This is an optimization exercise on Yosys and OpenROAD, whose aim is small area and a short achievable clock period, not a production implementation.
Only simulation tests tie the RTL to the original design; equivalence was not proved.
No activity file was given, so power comes from the tool's default toggle rates.

## flow/design.v (module list and top-level ports; edited modules follow where they fit)
// module pfx_nnp: 4 lines
// module pfx_nnp_g: 3 lines
// module pfx_npp_g: 3 lines
// module pfx_pnn_g: 3 lines
// module pfx_ppn: 4 lines
// module pfx_ppn_g: 3 lines
// module cpa: 253 lines
// module fa_m: 4 lines
// module ha_m: 4 lines
// module adder_1: 236 lines
module adder_1 #(parameter DSIZE = 64)
            (
                in_a,
                in_b,
                in_c,
                in_d,
                sum,
                clk,
                rst_n
            );
  // ...
==> flow/flow/run.sh <==
#!/bin/bash
export BUFFER_PORTS_ARGS="-buffer_cell sky130_fd_sc_hd__buf_1"
bash standard.sh ABC_LOAD_IN_FF=3 finish > standard.log 2>&1
==> flow/standard.sh <==
#!/bin/bash
# synth_recipe.tcl (not shown) runs the flow's synth.tcl, then flattens the netlist and writes it again
# the make line also repeats each setting of config.mk as NAME=value (left out here)
make -C /OpenROAD-flow-scripts/flow DESIGN_CONFIG=/design/flow/config.mk WORK_HOME=/design/flow/orfs CLKGATE_MAP_FILE= SYNTH_SCRIPT=/design/flow/synth_recipe.tcl "${@:-finish}"
==> flow/config.mk <==
export PLATFORM = sky130hd
export DESIGN_NAME = adder_1
export DESIGN_NICKNAME = adder_1
export VERILOG_FILES = /design/flow/design.v
export SDC_FILE = /design/flow/constraint.sdc
export NUM_CORES = 4
export LEC_CHECK = 0
export CAP_MARGIN = 20
export CORE_MARGIN = 2
export CORE_UTILIZATION = 40
export SETUP_SLACK_MARGIN = 2.1
export SLEW_MARGIN = 20
export SYNTH_HIERARCHICAL = 1
export SYNTH_MINIMUM_KEEP_SIZE = 0
==> flow/constraint.sdc <==
create_clock -name core_clock -period 4.0 [get_ports {clk}]
set_input_delay 0.8000 -clock core_clock [delete_from_list [all_inputs] [get_ports {clk}]]
set_output_delay 0.8000 -clock core_clock [all_outputs]
set_load 0.01 [all_outputs]
==> qor.yml, run 1 <==
yosysTopAreaCellShare_pct: 46.9
netlist_area_um2: 10100
detail_route.wirelength.met1_um: 10400
grtUsageTotal_pct: 18.8
ys_top_cells_by_area: "dfrtp_1, fa_1, ha_1, a21oi_1, xnor2_1"
reg_top3: "pv_l x64, sum_l x64, gv_l x62"
critical_path.max_fanout: 3
r2r_end: "sum_l[23]$_DFF_PN0_"
holdPathEnd: "sum_l[0]$_DFF_PN0_"
dieArea_um2: 26600
clock_power_uw: 1640
status: "no timing/DRC/antenna violations"
cp_cell_sequence: "a21oi_4 -> o21ai_4 -> a21oi_4 -> buf_6 -> inv_4 -> a21oi_4 -> buf_6 -> inv_2 -> a21oi_2 -> xnor2_1"
leakagePower_uw: 0.00529
wl_met3_um: 1640
htree_levels: 4
grt_use_met3_pct: 4.60
n_all_inverters: 21
seq_share_pct: 34.9
p_comb_share_pct: 43.4
slew_headroom_pct: 39.2
internal_power_uw: 5130
grt_use_met1_pct: 24.8
holdWs_ns: 0.363
fmax_mhz: 515
final_antenna_net_count: 0
synth_warnings: 7
port_buffers: 321
ys_ff_latch: 190
seqCellArea_um2: 4760
dp_slack_ns: 1.43
grt.busiest_layer: "met2"
switching_power_uw: 3410
clkSlewWorstSetupHoldPaths_ns: 0.07
clkSinkCount: 190
hp-start: "pv_l[0]$_DFF_PN0_"
peakVddDrop_mv: 0.258
nFillCells: 2197
route.met2.wl_um: 12400
fin_util_pct: 54.5
finalHoldViolations: 0
wl_per_cell_um: 16.7
dp_hpwl_um: 20100
nets: 1590
post-route-cell-area_um2: 13600
==> inputs of run 2 (changes only) <==
--- a/flow/config.mk
+++ b/flow/config.mk
@@ -9,5 +9,5 @@
 export CORE_MARGIN = 2
 export CORE_UTILIZATION = 40
-export SETUP_SLACK_MARGIN = 2.1
+export SETUP_SLACK_MARGIN = 1.8
 export SLEW_MARGIN = 20
 export SYNTH_HIERARCHICAL = 1
==> run 2 against run 1 <==
  * Combinational power down about 20%
  * Register-to-register slack worse by 0.18 ns
  * Sequential power down 3%
  * Largest power group is now registers
  * First-iteration DRC count up 48%
  * Hold slack worse by 0.012 ns
  * Largest cell class unchanged
==> qor.yml, run 2 <==
path_class: "reg2reg"
via_per_inst: 4.72
status: "no timing/DRC/antenna violations"
min_path_cells: 0
leakagePower_uw: 0.00509  # -3.9%
fin_setup_tns_ns: 0
start_util_pct: 40.5
syn_to_final_growth_pct: 22.7
synth_seq_area_share_pct: 46.9
crit_family: "simple AND/OR/NAND/NOR gates"
holdBufCountCts: 0
layout_min_cycle_time_ns: 2.12
setup_viol: 0
wl_per_cell_um: 16.0  # -4.0%
clkSinkCount: 190  # unchanged
synth_edf_count: 0
num_rows: 58
synth.most_common_cell: "dfrtp_1"
crit_buf_inv: 0
htree_levels: 4  # unchanged
drtIter0Drc: 315
r2r_end: "sum_l[41]$_DFF_PN0_"
rrSetupSlack_ns: 1.88
grt_overflow: 0
placed_cell_area_um2: 11800
max-cap-violations: 0
cts_buffers: 17
start_kind: "flip-flop"
totalWireLength_um: 23500
finalNonFillerCells: 1467
synth_warnings: 7  # unchanged
ys_ff_latch: 190  # unchanged
drv_slew: 0
placedCellCount: 1430
die_h_um: 163
slew_headroom_pct: 32.1  # -7.1 points
critPathMaxStageDelay_ns: 0.44
cp.required_ns: 4.30
clk_latency_ns: 0.42
dieArea_um2: 26600  # unchanged
ys_top_cells_by_area: "dfrtp_1, fa_1, ha_1, a21oi_1, xnor2_1"
core-area_um2: 25000
cp_cell_sequence: "nand2_1 -> nor2_1 -> nand2_1 -> nor2_1 -> nand2_1 -> o21ai_1 -> a21oi_1 -> xnor2_1"
seq_power_share_pct: 40.8
final_antenna_net_count: 0  # unchanged
switching_power_uw: 2920  # -15%
worst_pin_slew_ns: 1.02
netlist_area_um2: 10100  # unchanged
critical_path.max_fanout: 3  # unchanged
worstHoldPathType: "reg2reg"
grt_pass1_vias: 7537
fmax_mhz: 471  # -8.5%
arrival_ns: 2.42
cts_tree: "built"
final_common_cell: "buf_1"
synthCells: 778
peakVddDrop_mv: 0.236  # -8.6%
port_buffers: 321  # unchanged
drive_gt1_share_pct: 5.10
holdWs_ns: 0.351  # -0.0125 ns
finalHoldViolations: 0  # unchanged
gp_congestion: 0.838
ioPinCount: 322
layout.cells.most_common_list: "buf_1, dfrtp_1, fa_1"
dp_hpwl_um: 19800  # -1.5%
cts.path.max_buffers: 2
antenna_cells: 0
p_comb_share_pct: 39.2  # -4.2 points
die_w_um: 163
synth_flop_cell: "dfrtp_1"
switching_share_pct: 38.4
syn_avg_cell_area_um2: 13.0
finClkSkew_ns: 0.0105
p_clk_share_pct: 20.0
synth.distinct_cells: 14
yosysTopAreaCellShare_pct: 46.9  # unchanged
antenna_found_initial: 0
hp-start: "pv_l[0]$_DFF_PN0_"
grtUsageTotal_pct: 18.5  # -0.29 points
grt_start_max_net_pins: 191
nets: 1571  # -1.2%
root_buffer: "clkbuf_16"
critPathSlowestCell: "o21ai_1"
fin_crit_sh_pct: 53.1
rsz0062_at_grt: "yes"
yosys.area.top_type: "dfrtp_1"
endpoint_kind: "flip-flop"
reg_top3: "pv_l x64, sum_l x64, gv_l x62"
drc_errors: 0
grt_pass1_wl_um: 37100
holdPathEnd: "sum_l[0]$_DFF_PN0_"
drt_pre_antenna_iters: 5
r2r_start: "pv_l[26]$_DFF_PN0_"
fin_total_pwr_uw: 7590
clkSlewWorstSetupHoldPaths_ns: 0.07  # about the same
internal_power_uw: 4670  # -8.9%
ys_async_sr_fraction_pct: 100
vias: 6927
post-route-cell-area_um2: 12400  # -8.8%
reg2reg_depth: 8
crit_top_cell: "nand2_1"
ys_top_cells_by_count: "dfrtp_1, fa_1, a21oi_1"
power.density_nw_per_um2: 610
==> run 2: power by group through the flow <==
stage	logic, uW	clock network [uW]	registers, uW
after floorplan	1630	0	3210
after CTS	2960	1580	3110
after detailed placement	2890	0	3130
final	2970	1520	3100
after global routing	3370	1650	3190
after global placement	2860	0	3140
==> run 2: through the flow <==
stage	util, %	setup slack [ns]
2_1_floorplan	-	1.79
3_3_place_gp	47.1	1.52
3_5_place_dp	47.1	1.39
4_1_cts	49.3	1.78
5_1_grt	49.7	1.74
6_report	49.7	1.88
==> run 2: what timing repair did <==
item / 4_1_cts / 5_1_grt
setup buffers: 2 / 4
resized for setup: 8 / 14
pin swaps: 0 / 2
setup endpoints to repair: 27 / 21
==> run 2: cells by family (layout without fill, tap and decap cells) <==
group                    after synthesis  in the layout  share of synthesized area (%)
AND/OR/NAND/NOR                      124            124                           4.59
XOR/XNOR                              67             67                           6.00
AO/OA/AOI/OAI                        186            186                           9.18
other                                  1              2                         0.0370
adder cells (fa/ha/maj)              188            188                           32.5
buffers and inverters                 22            380                          0.852
flip-flops                           190            190                           46.9
==> run 2: Yosys stat by module (local to each module, per instance), a selection <==
module | flip-flops and latches | times used
cpa | 0 | 1
pfx_npp_g | 0 | 6
pfx_nnp | 0 | 52
pfx_ppn | 0 | 72
pfx_nnp_g | 0 | 14
pfx_ppn_g | 0 | 27
==> run 2: worst max path at each step <==
stage | from | end | slack, ns | cells after the start
6_report | pv_l[26]$_DFF_PN0_ | sum_l[41]$_DFF_PN0_ | 1.88 | 8
5_1_grt | pv_l[3]$_DFF_PN0_ | sum_l[57]$_DFF_PN0_ | 1.74 | 8
4_1_cts | pv_l[6]$_DFF_PN0_ | sum_l[59]$_DFF_PN0_ | 1.78 | 8
3_5_place_dp | gv_l[1]$_DFF_PN0_ | sum_l[57]$_DFF_PN0_ | 1.39 | 8
3_3_place_gp | gv_l[1]$_DFF_PN0_ | sum_l[63]$_DFF_PN0_ | 1.52 | 8
2_1_floorplan | in_a[62] | pv_l[62]$_DFF_PN0_ | 1.79 | 3
==> run 2: metal layers <==
layer | GRT usage, % | part of all wire (%)
met1 | 23.6 | 43
met2 | 32.1 | 51
met3 | 4.32 | 5.2
met4 | 4.02 | 0.99
met5 | 0 | 0
==> run 2: area by class of cell <==
type                       instances  area [um2]
clock inverter                     9        62.6
tap                              330         413
inverter                          21        78.8
timing repair buffer             328        1270
clock buffer                      22         464
fill                            2307       12600
sequential                       190        4750
multi-input combinational        567        5400
==> inputs of run 3 (changes only) <==
--- a/flow/config.mk
+++ b/flow/config.mk
@@ -9,5 +9,5 @@
 export CORE_MARGIN = 2
 export CORE_UTILIZATION = 40
-export SETUP_SLACK_MARGIN = 1.8
+export SETUP_SLACK_MARGIN = 1.9
 export SLEW_MARGIN = 20
 export SYNTH_HIERARCHICAL = 1
==> run 3 against run 2 <==
  * Sequential share of layout area fell by 0.62 points
  * Routed wire length up 0.52%
  * Sequential cell count unchanged
  * Largest cell class unchanged
  * Final area grew 1.6%
  * Largest power group unchanged
  * Total power rose by 3.1%
  * Final cell count barely moved
  * Area after synthesis unchanged
  * Synthesized cell count unchanged
  * Via count rose by 0.30%
  * Still clean on timing, DRC and antenna
  * Hold slack worse by 0.0016 ns
  * Core utilization increased by 0.81 points
==> qor.yml, run 3 <==
drive_gt1_share_pct: 7.21  # +2.1 points
synthAdderAreaFrac_pct: 32.5  # unchanged
syn_to_final_growth_pct: 24.7
synth_flop_cell: "dfrtp_1"
ys_async_sr_fraction_pct: 100  # unchanged
gp_congestion: 0.868  # +3.6%
start_util_pct: 40.5  # unchanged
wl_per_cell_um: 16.1  # +0.46%
clkSlewWorstSetupHoldPaths_ns: 0.06  # about the same
synth.distinct_cells: 14  # unchanged
leakagePower_uw: 0.00514  # +1.0%
status: "no timing/DRC/antenna violations"
setup_slack_ns: 1.94  # +0.0596 ns
grt_start_max_net_pins: 95  # -50%
cp.required_ns: 4.35  # +0.05 ns
arrival_ns: 2.41  # about the same
cts_buffers: 17  # unchanged
root_buffer: "clkbuf_16"
clk_latency_ns: 0.42  # about the same
grtUsageTotal_pct: 18.7  # +0.25 points
critical_path.max_fanout: 3  # unchanged
peakVddDrop_mv: 0.258  # +9.6%
ys_top_cells_by_count: "dfrtp_1, fa_1, a21oi_1"
switching_power_uw: 2970  # +1.8%
path_class: "reg2reg"
synthXorXnorAreaFrac_pct: 6.00  # unchanged
dieArea_um2: 26600  # unchanged
worstHoldPathType: "reg2reg"
critPathMaxStageDelay_ns: 0.41  # -0.03 ns
htree_levels: 4  # unchanged
totalWireLength_um: 23600  # +0.52%
die_h_um: 163  # unchanged
fmax_mhz: 485  # +2.9%
rsz0062_at_grt: "yes"
seq_power_share_pct: 39.5  # -1.3 points
yosysTopAreaCellShare_pct: 46.9  # unchanged
port_buffers: 321  # unchanged
ys_top_cells_by_area: "dfrtp_1, fa_1, ha_1, a21oi_1, xnor2_1"
cts_tree: "built"
reg_top3: "pv_l x64, sum_l x64, gv_l x62"
finalHoldViolations: 0  # unchanged
synth_seq_area_share_pct: 46.9  # unchanged
dp_hpwl_um: 20200  # +1.8%
grt_pass1_wl_um: 37800  # +1.7%
drc_errors: 0  # unchanged
synth_warnings: 7  # unchanged
clkSinkCount: 190  # unchanged
max-cap-violations: 0  # unchanged
start_kind: "flip-flop"
ioPinCount: 322  # unchanged
die_w_um: 163  # unchanged
internal_power_uw: 4860  # +4.0%
drt_pre_antenna_iters: 4  # -1
antenna_found_initial: 0  # unchanged
ys_ff_latch: 190  # unchanged
cp_cell_sequence: "a21oi_1 -> o21ai_1 -> a21oi_1 -> o21ai_1 -> a21oi_2 -> o21ai_1 -> a21oi_1 -> xnor2_1"
seqCellArea_um2: 4750  # unchanged
yosys.area.top_type: "dfrtp_1"
multi_input_area_um2: 5530  # +2.5%
via_per_inst: 4.73  # +0.23%
crit_family: "compound AO/OA/AOI/OAI gates"
grt_overflow: 0  # unchanged
setup_viol: 0  # unchanged
drtIter0Drc: 245  # -22%
layout_min_cycle_time_ns: 2.06  # -0.0596 ns
vias: 6948  # +0.30%
nets: 1571  # unchanged
synthCells: 778  # unchanged
holdWs_ns: 0.349  # -0.00161 ns
synth.area.mux_share_pct: 0  # unchanged
num_rows: 58  # unchanged
placed_cell_area_um2: 11800  # +0.13%
endpoint_kind: "flip-flop"
final_common_cell: "buf_1"
fin_setup_tns_ns: 0  # unchanged
final_antenna_net_count: 0  # unchanged
worst_pin_slew_ns: 0.650  # -0.368 ns
switching_share_pct: 37.9  # -0.49 points
drv_slew: 0  # unchanged
cts.path.max_buffers: 2  # unchanged
fin_total_pwr_uw: 7830  # +3.1%
post-route-cell-area_um2: 12600  # +1.6%
layout.cells.most_common_list: "buf_1, dfrtp_1, fa_1"
netlist_area_um2: 10100  # unchanged
syn_avg_cell_area_um2: 13.0  # unchanged
critPathSlowestCell: "dfrtp_1"
crit_buf_inv: 0  # unchanged
grt_pass1_vias: 7515  # -0.29%
antenna_cells: 0  # unchanged
p_comb_share_pct: 39.0  # -0.2 points
core-area_um2: 25000  # unchanged
power.density_nw_per_um2: 619  # +1.5%
nFillCells: 2330  # +1.0%
synth_edf_count: 0  # unchanged
slew_headroom_pct: 56.7  # +25 points
dp_slack_ns: 1.28  # -0.105 ns
synth-simple-area-share_pct: 4.59  # unchanged
synth_compound_area_share_pct: 9.18  # unchanged
fin_crit_sh_pct: 51.6  # -1.5 points
synth.most_common_cell: "dfrtp_1"
finClkSkew_ns: 0.00875  # -0.00173 ns
p_clk_share_pct: 21.5  # +1.5 points
synth_top_family_by_area: "adder cells"
run 3: cell counts after synthesis:
No cell type changed its count.
run 3: power groups by stage:
| stage | combinational [uW] | clock [uW] | sequential [uW] |
|---|---|---|---|
| after floorplan | 1610 | 0 | 3210 |
| after global placement | 2880 | 0 | 3110 |
| after detailed placement | 2900 | 0 | 3110 |
| after CTS | 2980 | 1730 | 3090 |
| after global routing | 3460 | 1830 | 3190 |
| final | 3050 | 1690 | 3090 |
run 3: final timing paths:
path                               startpoint             endpoint  slack, ns  cells after the start
min                         pv_l[0]$_DFF_PN0_   sum_l[0]$_DFF_PN0_       0.35                      0
min reg2reg                 pv_l[0]$_DFF_PN0_   sum_l[0]$_DFF_PN0_       0.35                      0
min in group asynchronous               rst_n   sum_l[0]$_DFF_PN0_       0.42                      1
max                        pv_l[15]$_DFF_PN0_  sum_l[57]$_DFF_PN0_       1.94                      8
max in group asynchronous               rst_n   pv_l[58]$_DFF_PN0_       2.66                      2
max reg2reg                pv_l[15]$_DFF_PN0_  sum_l[57]$_DFF_PN0_       1.94                      8
run 3: cells by family (layout without fill, tap and decap cells):
| family | Yosys count | in the layout |
|---|---|---|
| flops | 190 | 190 |
| fa+ha+maj | 188 | 188 |
| compound gates | 186 | 186 |
| simple gates | 124 | 124 |
| xor+xnor | 67 | 67 |
| buf+inv | 22 | 381 |
| other cells | 1 | 2 |
run 3: repair_timing:
item	in CTS	in global routing
gates resized for setup	18	34
hold buffers	0	0
setup buffers	0	4
pin swaps	0	4
setup endpoints to repair	33	26
run 3: routing by layer:
metal  global-route usage, %  vias to the layer above  wire (um)
li1                        -                     3283          -
met1                    25.3                     3438      10100
met2                    31.0                      211      11700
met3                    4.34                       16       1500
met4                    4.22                        0        239
met5                       0                        -          0
run 3: layout make-up:
type                    instances  share of cell area (%)
clock inverters                 9                   0.861
clock buffers                  23                    3.86
multi-input cells             567                    43.7
flip-flops and latches        190                    37.6
repair buffers                328                    10.1
inverters                      21                   0.623
well taps                     330                    3.27
run 3: modules after synthesis (local to each module, per instance), excerpt:
module     cells  cell area (um2)  flops+latches
pfx_ppn_g      1             5.00              0
cpa           64              559              0
pfx_nnp        2             8.76              0
pfx_pnn_g      2             8.76              0
pfx_nnp_g      1             5.00              0
fa_m           1             20.0              0
ha_m           1             12.5              0
adder_1      195             4810            190
pfx_ppn        2             8.76              0
run 3: stage by stage:
stage,utilization [%],instances
after global placement,47.1,1432
after detailed placement,47.1,1432
after CTS,49.8,1464
after global routing,50.5,1468
final,50.5,1468
after floorplan,-,779
run 3: worst reg2reg max path: cells and delay by family (launching register included):
| kind | cells | cell delay (ns) |
|---|---|---|
| AOI/OAI and AO/OA | 7 | 1.45 |
| xor gates and xnor gates | 1 | 0.13 |
| DFF | 1 | 0.41 |
==> inputs of run 4 (changes only) <==
--- a/flow/config.mk
+++ b/flow/config.mk
@@ -9,5 +9,5 @@
 export CORE_MARGIN = 2
 export CORE_UTILIZATION = 40
-export SETUP_SLACK_MARGIN = 1.9
+export SETUP_SLACK_MARGIN = 2.0
 export SLEW_MARGIN = 20
 export SYNTH_HIERARCHICAL = 1
==> run 4 against run 3 <==
  * Via count grew 2.5%
  * Non-clock buffer count grew 11
  * Highest routed layer unchanged
  * Global-route usage down 0.13 points
  * Largest cell class unchanged
  * Still clean on timing, DRC and antenna
  * Setup slack better by 0.085 ns
  * First-iteration DRC count rose by 15%
  * Total power increased by 2.1%
  * Hold slack better by 0.014 ns
  * Core utilization grew 1.1 points
  * Synthesized cell count did not move
  * Die area did not move
  * Area after synthesis unchanged
  * Routed wire length increased by 1.7%
==> qor.yml, run 4 <==
drtIter0Drc: 281  # +15%
path_class: "in2reg"
num_rows: 58  # unchanged
final_antenna_net_count: 0  # unchanged
max-cap-violations: 0  # unchanged
synthCells: 778  # unchanged
cts.path.max_buffers: 2  # unchanged
die_h_um: 163  # unchanged
placed_cell_area_um2: 11900  # +0.90%
nets: 1582  # +0.70%
dp_hpwl_um: 20100  # -0.25%
grt_pass1_vias: 7510  # -0.067%
finalHoldViolations: 0  # unchanged
clk_latency_ns: 0.43  # about the same
synth_warnings: 7  # unchanged
start_kind: "input pin"
r2r_start: "pv_l[4]$_DFF_PN0_"
endpoint_kind: "flip-flop"
detail_route.wirelength.met1_um: 10100  # -0.37%
reg_top3: "pv_l x64, sum_l x64, gv_l x62"
finClkSkew_ns: 0.0111  # +0.00231 ns
syn_to_final_growth_pct: 27.5
fin_crit_sh_pct: 49.4  # -2.1 points
critical_path.max_fanout: 1  # -2
netlist_area_um2: 10100  # unchanged
ioPinCount: 322  # unchanged
start_util_pct: 40.5  # unchanged
final_common_cell: "buf_1"
post-route-cell-area_um2: 12900  # +2.3%
core-area_um2: 25000  # unchanged
yosys.area.top_type: "dfrtp_1"
synth_seq_area_share_pct: 46.9  # unchanged
dieArea_um2: 26600  # unchanged
yosysTopAreaCellShare_pct: 46.9  # unchanged
antenna_found_initial: 0  # unchanged
layout.cells.most_common_list: "buf_1, dfrtp_1, fa_1"
port_buffers: 321  # unchanged
dp_slack_ns: 1.43  # +0.149 ns
grtUsageTotal_pct: 18.6  # -0.13 points
cts_tree: "built"
grt_overflow: 0  # unchanged
totalWireLength_um: 24000  # +1.7%
critical_path.startpoint: "in_a[33]"
grt_pass1_wl_um: 37500  # -0.84%
drt_pre_antenna_iters: 5  # +1
htree_levels: 4  # unchanged
fmax_mhz: 506  # +4.3%
rsz0062_at_grt: "yes"
peakVddDrop_mv: 0.254  # -1.6%
synth_flop_cell: "dfrtp_1"
leakagePower_uw: 0.00516  # +0.38%
holdBufCountCts: 0  # unchanged
drive_gt1_share_pct: 14.4  # +7.2 points
layout_min_cycle_time_ns: 1.98  # -0.0853 ns
via_per_inst: 4.82  # +1.8%
synth.most_common_cell: "dfrtp_1"
fin_total_pwr_uw: 8000  # +2.1%
worstHoldPathType: "reg2reg"
wl_met3_um: 1800  # +20%
root_buffer: "clkbuf_16"
route.met2.wl_um: 11800  # +1.1%
clkSinkCount: 190  # unchanged
syn_avg_cell_area_um2: 13.0  # unchanged
vias: 7124  # +2.5%
setup_viol: 0  # unchanged
worst_pin_slew_ns: 0.921  # +0.271 ns
synth_edf_count: 0  # unchanged
setup_slack_ns: 2.02  # +0.0853 ns
hp-start: "pv_l[0]$_DFF_PN0_"
ys_async_sr_fraction_pct: 100  # unchanged
drc_errors: 0  # unchanged
cp.required_ns: 4.31  # -0.04 ns
grt_start_max_net_pins: 65  # -32%
dr.max_layer_used: "met4"
fin_setup_tns_ns: 0  # unchanged
status: "no timing/DRC/antenna violations"
ys_ff_latch: 190  # unchanged
ys_top_cells_by_area: "dfrtp_1, fa_1, ha_1, a21oi_1, xnor2_1"
clkSlewWorstSetupHoldPaths_ns: 0.07  # about the same
slew_headroom_pct: 38.6  # -18 points
die_w_um: 163  # unchanged
antenna_cells: 0  # unchanged
gp_congestion: 0.864  # -0.40%
wl_per_cell_um: 16.2  # +1.1%
synth.distinct_cells: 14  # unchanged
power.density_nw_per_um2: 618  # -0.13%
ys_top_cells_by_count: "dfrtp_1, fa_1, a21oi_1"
drv_slew: 0  # unchanged
cts_buffers: 17  # unchanged
arrival_ns: 2.28  # -0.13 ns
==> run 4: Yosys stat by module, one instance, submodules excluded, a selection <==
module	times used	flops+latches	cells inside	cell area (um2)
adder_1	1	190	195	4810
cpa	1	0	64	559
ha_m	63	0	1	12.5
pfx_nnp	52	0	2	8.76
pfx_nnp_g	14	0	1	5.00
pfx_npp_g	6	0	2	8.76
pfx_pnn_g	15	0	2	8.76
pfx_ppn	72	0	2	8.76
pfx_ppn_g	27	0	1	5.00
==> run 4: power breakdown <==
| part | internal [uW] | leakage [uW] | switching (uW) |
|---|---|---|---|
| logic | 1310 | 0.00259 | 1920 |
| clock network | 917 | 0.000279 | 720 |
| registers | 2680 | 0.00229 | 450 |
==> run 4: worst max-delay path, cell delays in order <==
cell   delay [ns]
buf_1        0.10
fa_1         0.52
fa_2         0.61
ha_1         0.24
==> run 4: final cells by class <==
cell class                 count  area, um2
timing repair buffer         339       1370
clock inverter                14        144
sequential                   190       4760
multi-input combinational    567       5750
inverter                      21       78.8
tap                          330        413
fill                        2239      12100
clock buffer                  17        425
==> run 4: cell families after synthesis <==
| logic type | Yosys count | share of synthesized area (%) |
|---|---|---|
| xor gates and xnor gates | 67 | 6.00 |
| other | 1 | 0.0370 |
| AOI/OAI and AO/OA | 186 | 9.18 |
| DFF | 190 | 46.9 |
| buffers and inverters | 22 | 0.852 |
| adders and majority gates | 188 | 32.5 |
| and+or+nand+nor | 124 | 4.59 |
==> run 4: repair_timing <==
| action | in CTS | in global routing |
|---|---|---|
| endpoints found under the setup margin | 35 | 32 |
| cloned | 0 | 0 |
| buffers inserted | 7 | 8 |
| gates resized for setup | 22 | 65 |
| pin swaps | 3 | 7 |
==> run 4: worst paths after layout <==
kind,to,slack [ns],cells past startpoint
hold / removal,sum_l[0]$_DFF_PN0_,0.36,0
setup reg to reg,sum_l[47]$_DFF_PN0_,2.05,9
max in group asynchronous,gv_l[50]$_DFF_PN0_,2.62,2
min in group asynchronous,pv_l[0]$_DFF_PN0_,0.49,1
setup / recovery,pv_l[33]$_DFF_PN0_,2.02,4
hold reg to reg,sum_l[0]$_DFF_PN0_,0.36,0
==> run 4: metrics by stage <==
step                std cells  utilization (%)  hold slack (ns)
floorplan                 779                -            0.416
global placement         1432             47.5            0.332
detailed placement       1432             47.5            0.347
CTS                      1470             50.4            0.364
global route             1478             51.7            0.378
finish                   1478             51.7            0.364
==> run 4: metal layers <==
metal,vias to the layer above,track usage (%)
li1,3311,-
met1,3546,24.7
met2,250,31.2
met3,17,4.60
met4,0,3.94
met5,-,0
==> inputs of run 5 (changes only) <==
--- a/flow/config.mk
+++ b/flow/config.mk
@@ -9,4 +9,5 @@
 export CORE_MARGIN = 2
 export CORE_UTILIZATION = 40
+export CTS_BUF_LIST = sky130_fd_sc_hd__clkbuf_4 sky130_fd_sc_hd__clkbuf_8
 export SETUP_SLACK_MARGIN = 2.0
 export SLEW_MARGIN = 20
==> run 5 against run 4 <==
  * Still clean on timing, DRC and antenna
  * Sequential power about the same
  * Hold slack better by 0.0066 ns
  * Final cell count about the same
==> qor.yml, run 5 <==
synthCells: 778  # unchanged
synth_warnings: 7  # unchanged
syn_avg_cell_area_um2: 13.0  # unchanged
gp_congestion: 0.864  # unchanged
grt_pass1_vias: 7518  # +0.11%
die_w_um: 163  # unchanged
reg_top3: "pv_l x64, sum_l x64, gv_l x62"
syn_to_final_growth_pct: 26.4
ioPinCount: 322  # unchanged
leakagePower_uw: 0.00508  # -1.4%
cp-endpoint: "pv_l[33]$_DFF_PN0_"
status: "no timing/DRC/antenna violations"
antenna_cells: 0  # unchanged
rsz0062_at_grt: "yes"
final_common_cell: "buf_1"
power.density_nw_per_um2: 595  # -3.8%
wl_per_cell_um: 16.2  # -0.45%
drtIter0Drc: 244  # -13%
r2r_end: "sum_l[39]$_DFF_PN0_"
rrSetupSlack_ns: 2.06  # about the same
grt_overflow: 0  # unchanged
synth.distinct_cells: 14  # unchanged
root_buffer: "clkbuf_8"
worst_pin_slew_ns: 0.909  # -0.0113 ns
fin_total_pwr_uw: 7620  # -4.7%
totalWireLength_um: 23900  # -0.38%
yosys.area.top_type: "dfrtp_1"
layout.cells.most_common_list: "buf_1, dfrtp_1, fa_1"
critical_path.startpoint: "in_a[33]"
arrival_ns: 2.33  # +0.05 ns
via_per_inst: 4.79  # -0.59%
worstHoldPathType: "reg2reg"
synth_flop_cell: "dfrtp_1"
layout_min_cycle_time_ns: 1.99  # +0.00900 ns
grtUsageTotal_pct: 18.5  # -0.061 points
grt_pass1_wl_um: 37400  # -0.17%
fmax_mhz: 503  # -0.45%
finalNonFillerCells: 1479  # +0.068%
nets: 1583  # +0.063%
core-area_um2: 25000  # unchanged
cts.path.max_buffers: 2  # unchanged
port_buffers: 321  # unchanged
start_util_pct: 40.5  # unchanged
netlist_area_um2: 10100  # unchanged
clkSlewWorstSetupHoldPaths_ns: 0.10  # +0.03 ns
hp-start: "pv_l[0]$_DFF_PN0_"
peakVddDrop_mv: 0.273  # +7.2%
r2r_start: "pv_l[11]$_DFF_PN0_"
drt_pre_antenna_iters: 4  # -1
ys_ff_latch: 190  # unchanged
fin_setup_tns_ns: 0  # unchanged
dieArea_um2: 26600  # unchanged
cp.required_ns: 4.34  # +0.03 ns
dp_hpwl_um: 20100  # unchanged
setup_viol: 0  # unchanged
grt_start_max_net_pins: 65  # unchanged
clkSinkCount: 190  # unchanged
synth_edf_count: 0  # unchanged
drv_slew: 0  # unchanged
htree_levels: 4  # unchanged
start_kind: "input pin"
slew_headroom_pct: 39.4  # +0.76 points
ys_top_cells_by_count: "dfrtp_1, fa_1, a21oi_1"
die_h_um: 163  # unchanged
drive_gt1_share_pct: 15.6  # +1.2 points
path_class: "in2reg"
num_rows: 58  # unchanged
cts_tree: "built"
endpoint_kind: "flip-flop"
placedCellCount: 1432  # unchanged
cts_buffers: 17  # unchanged
synth_seq_area_share_pct: 46.9  # unchanged
synth.most_common_cell: "dfrtp_1"
fin_crit_sh_pct: 49.7  # +0.22 points
max-cap-violations: 0  # unchanged
reg2reg_depth: 8  # -1
finalHoldViolations: 0  # unchanged
drc_errors: 0  # unchanged
holdWs_ns: 0.370  # +0.00657 ns
ys_async_sr_fraction_pct: 100  # unchanged
yosysTopAreaCellShare_pct: 46.9  # unchanged
final_antenna_net_count: 0  # unchanged
finClkSkew_ns: 0.0171  # +0.00608 ns
vias: 7087  # -0.52%
ys_top_cells_by_area: "dfrtp_1, fa_1, ha_1, a21oi_1, xnor2_1"
nFillCells: 2267  # +1.3%
clk_latency_ns: 0.47  # +0.04 ns
antenna_found_initial: 0  # unchanged
critical_path.max_fanout: 1  # unchanged
==> run 5: cell counts after synthesis <==
Identical to the previous run, type by type.
==> run 5: layout make-up <==
class | instances | area (um2) | share of cell area [%]
sequential | 190 | 4760 | 37.1
inverter | 21 | 78.8 | 0.615
timing repair buffer | 340 | 1380 | 10.7
multi-input combinational | 567 | 5810 | 45.4
tap | 330 | 413 | 3.22
clock inverter | 14 | 144 | 1.12
clock buffer | 17 | 234 | 1.83
==> run 5: how the worst min path moves through the flow <==
| stage | endpoint | slack [ns] | cells past startpoint |
|---|---|---|---|
| after floorplan | sum_l[63]$_DFF_PN0_ | 0.42 | 1 |
| after global placement | sum_l[0]$_DFF_PN0_ | 0.33 | 0 |
| after detailed placement | sum_l[0]$_DFF_PN0_ | 0.35 | 0 |
| after CTS | sum_l[0]$_DFF_PN0_ | 0.37 | 0 |
| after global routing | sum_l[0]$_DFF_PN0_ | 0.39 | 0 |
| final | sum_l[0]$_DFF_PN0_ | 0.37 | 0 |
==> run 5: metrics by stage <==
| step | setup slack (ns) | area [um2] | utilization [%] |
|---|---|---|---|
| 2_1_floorplan | 1.83 | 10200 | - |
| 3_5_place_dp | 1.43 | 11900 | 47.5 |
| 6_report | 2.01 | 12800 | 51.2 |
| 4_1_cts | 1.96 | 12500 | 49.8 |
| 3_3_place_gp | 1.47 | 11900 | 47.5 |
| 5_1_grt | 1.93 | 12800 | 51.2 |
==> run 5: kinds of logic after synthesis <==
group	share of synthesized area, %
AND/OR/NAND/NOR	4.59
buffers and inverters	0.852
adder cells (fa/ha/maj)	32.5
XOR/XNOR	6.00
AO/OA/AOI/OAI	9.18
flip-flops	46.9
other	0.0370
==> run 5: report_power, final <==
part | leakage, uW | switching [uW] | internal (uW)
registers | 0.00229 | 457 | 2670
logic | 0.00260 | 1940 | 1330
clock network | 0.000192 | 673 | 552
total | 0.00508 | 3070 | 4560
==> run 5: timing repair <==
item | CTS | global route
pin swaps | 2 | 8
setup endpoints to repair | 35 | 32
gates cloned | 0 | 0
gates resized for setup | 27 | 77
setup buffers | 9 | 7
hold buffers | 0 | 0
==> run 5: per-module statistics from Yosys, one instance, submodules excluded <==
module     copies in the design  flip-flops and latches
pfx_npp_g                     6                       0
pfx_nnp                      52                       0
adder_1                       1                     190
pfx_nnp_g                    14                       0
ha_m                         63                       0
cpa                           1                       0
pfx_pnn_g                    15                       0
pfx_ppn_g                    27                       0
fa_m                        125                       0
pfx_ppn                      72                       0
==> run 5: per-layer routing <==
layer | track usage [%] | up-vias | share of wire [%]
met1 | 24.6 | 3517 | 42
met3 | 4.27 | 18 | 7.3
met4 | 4.79 | 0 | 1.4
met2 | 30.9 | 245 | 49
met5 | 0 | - | 0
li1 | - | 3307 | -
==> run 5: worst max-delay path, stage by stage <==
cell	delay, ns
buf_1	0.10
fa_1	0.53
fa_2	0.65
ha_1	0.24

[separate check: timing with driven ports]
Ports are ideal in the flow. The routed layouts listed here were re-timed in OpenROAD. Step 1 assumes that a clkbuf_16 drives the clock port and a buf_2 every other input. Step 2 times the ports against the registers' clock, not the clock port: input delays grow and output delays shrink by t, the midpoint of the rising clock arrivals with the driver on. a / b / c = ideal ports / drivers / drivers and shift; a / b = the first two.
run | t, ns | slack for setup (ns) | slew at the worst register clock pin (ns)
run 1 | 0.473 | 2.058 / 2.058 / 1.611 | 0.07 / 0.07
run 2 | 0.470 | 1.877 / 1.877 / 1.469 | 0.07 / 0.07
run 3 | 0.466 | 1.937 / 1.937 / 1.511 | 0.07 / 0.07
run 4 | 0.468 | 2.022 / 2.046 / 1.578 | 0.07 / 0.07
run 5 | 0.500 | 2.013 / 2.031 / 1.531 | 0.10 / 0.10
After both steps every run listed still meets setup and hold. For run 5, which loses most, drivers alone change the setup slack by +0.018 ns; drivers and shift together by -0.482 ns.
